From an optimization exercise on the open Yosys and OpenROAD flow, aimed at small area and a short achievable clock period; shortcuts taken in it are not production practice.
In this exercise RTL edits were held to simulation tests only and were not proved equivalent to the original.

Design fpu, start of the top module:
module fpu #(
    parameter DATA_WIDTH = 32,
    parameter INST_WIDTH = 1
)(
    input                   i_clk,
    input                   i_rst_n,
    input  [DATA_WIDTH-1:0] i_data_a,
    input  [DATA_WIDTH-1:0] i_data_b,
    input  [INST_WIDTH-1:0] i_inst,
    input                   i_valid,
    output [DATA_WIDTH-1:0] o_data,
    output                  o_valid
);
clock: 70.0 ns
lec_check: 0
abc_area: 1
cap_margin: 20
core_margin: 2
core_utilization: 45
place_density: 0.6
slew_margin: 20
synth_hierarchical: 1
standard.sh (not shown) runs the stock make flow with config.mk's settings and CLKGATE_MAP_FILE= SYNTH_SCRIPT=/design/flow/synth_recipe.tcl, a recipe that flattens the netlist after the stock synthesis.
==> flow/flow/run.sh <==
#!/bin/bash
# Standard synthesis, then an inverter clean-up around the full adders
# (flow/netopt.py), then the rest of the standard layout with plain
# buffers on the ports and setup repair aimed beyond the clock period.
set -euo pipefail
R=orfs/results/${FLOW_PLATFORM}/fpu/base
LIB=${FLOW_HOME}/platforms/${FLOW_PLATFORM}/lib/sky130_fd_sc_hd__tt_025C_1v80.lib
bash standard.sh synth > synth.log 2>&1
cp $R/1_2_yosys.v 1_2_yosys_std.v
python3 flow/netopt.py "$LIB" 1_2_yosys_std.v $R/1_2_yosys.v > netopt.log 2>&1
rm -f $R/1_synth.odb $R/1_synth.sdc
export BUFFER_PORTS_ARGS="-buffer_cell sky130_fd_sc_hd__buf_2"
export SETUP_SLACK_MARGIN=${MARGIN:-43}
bash standard.sh finish > layout.log 2>&1
Other scripts of this flow, unchanged in this note and not shown: flow/flow/netopt.py
==> next run, changes <==
--- a/flow/flow/run.sh
+++ b/flow/flow/run.sh
@@ -13 +13 @@
-export SETUP_SLACK_MARGIN=${MARGIN:-43}
+export SETUP_SLACK_MARGIN=${MARGIN:-50}
Setup slack gains 3.4 ns.
Clock skew is unchanged.
Critical path depth grows by 6.
Routed wire length grows by roughly a tenth.
Global-route usage grows by 3.6 points.
Utilization grows by 8.9 points.
Via count grows by a little under a tenth.
Die area stays the same.
==> next run, changes <==
--- a/flow/flow/run.sh
+++ b/flow/flow/run.sh
@@ -13 +13 @@
-export SETUP_SLACK_MARGIN=${MARGIN:-50}
+export SETUP_SLACK_MARGIN=${MARGIN:-46}
Routed wire length shrinks by 9.3%.
Worst setup slack loses 1.1 ns.
Die area stays the same.
Clock-buffer cell count shrinks by 2.
Final cell count goes down by 5.1%.
Register-to-register slack hardly moves.
Fmax shrinks by 4.6%.
==> next run, changes <==
--- a/flow/flow/run.sh
+++ b/flow/flow/run.sh
@@ -13 +13 @@
-export SETUP_SLACK_MARGIN=${MARGIN:-46}
+export SETUP_SLACK_MARGIN=${MARGIN:-47}
Routed wire length rises by 3.5%; die area is unchanged; clock-buffer cell count is unchanged; flip-flop and latch count is unchanged; hold slack barely changes; via count goes up by 2.7%; clock skew stays the same.
==> next run, changes <==
--- a/flow/flow/run.sh
+++ b/flow/flow/run.sh
@@ -13 +13 @@
-export SETUP_SLACK_MARGIN=${MARGIN:-47}
+export SETUP_SLACK_MARGIN=${MARGIN:-46}
--- a/flow/config.mk
+++ b/flow/config.mk
@@ -11,2 +11,2 @@
-export CORE_UTILIZATION = 45
-export PLACE_DENSITY = 0.6
+export CORE_UTILIZATION = 55
+export PLACE_DENSITY = 0.72
What happened: The new run completed without violations. Fmax goes down by 3.4%. Utilization rose by 7.0 points. Worst setup slack gets worse by 0.79 ns. Critical path depth went down by 16. Hold slack is worse by 0.0037 ns. Die area drops by 18%. Design area drops by 7.5%.
==> next run, changes <==
--- a/flow/flow/run.sh
+++ b/flow/flow/run.sh
@@ -13 +13 @@
-export SETUP_SLACK_MARGIN=${MARGIN:-46}
+export SETUP_SLACK_MARGIN=${MARGIN:-45}
--- a/flow/config.mk
+++ b/flow/config.mk
@@ -11,2 +11,2 @@
-export CORE_UTILIZATION = 55
-export PLACE_DENSITY = 0.72
+export CORE_UTILIZATION = 45
+export PLACE_DENSITY = 0.6
What happened: The new run passed the timing, design-rule and antenna checks; first-iteration DRC count is lower by 22%; sequential share of layout area stays flat; synthesized cell count stays the same; setup slack gets worse by 0.72 ns; wire length came out higher by 2.2%; non-clock buffer count decreases by 16; die area increases by 22%.

## what the ideal ports hide
In the flow no input, the clock included, has a driving cell. The finished layouts below were timed again as built, in two steps. Step 1: set_driving_cell puts a clkbuf_16 on i_clk and a buf_2 on each other input, an assumption about the parent block. Step 2 also shifts input and output timing later by t, the mid clock arrival at the registers, as if the neighbouring blocks saw the same clock. Three values: no drivers, after step 1, after step 2; two values: the first two.
| run | t (ns) | setup slack, ns | hold WS [ns] | worst register clock-pin slew, ns |
|---|---|---|---|---|
| the first run | 0.338 | 44.257 / 44.271 / 43.934 | 0.474 / 0.474 / 0.474 | 0.06 / 0.06 |
| the second run | 0.341 | 47.673 / 47.666 / 47.325 | 0.472 / 0.472 / 0.472 | 0.06 / 0.06 |
| the third run | 0.339 | 46.603 / 46.612 / 46.273 | 0.473 / 0.473 / 0.473 | 0.07 / 0.07 |
| the fourth run | 0.343 | 47.261 / 47.279 / 46.937 | 0.476 / 0.476 / 0.476 | 0.06 / 0.06 |
| the fifth run | 0.330 | 46.473 / 46.492 / 46.162 | 0.472 / 0.472 / 0.472 | 0.06 / 0.06 |
| the sixth run | 0.338 | 45.751 / 45.765 / 45.427 | 0.474 / 0.474 / 0.474 | 0.06 / 0.06 |
After both steps setup and hold are still met in every run listed. The setup slack of the second run, which loses most, moves by -0.007 ns with the drivers and by -0.348 ns with both steps.
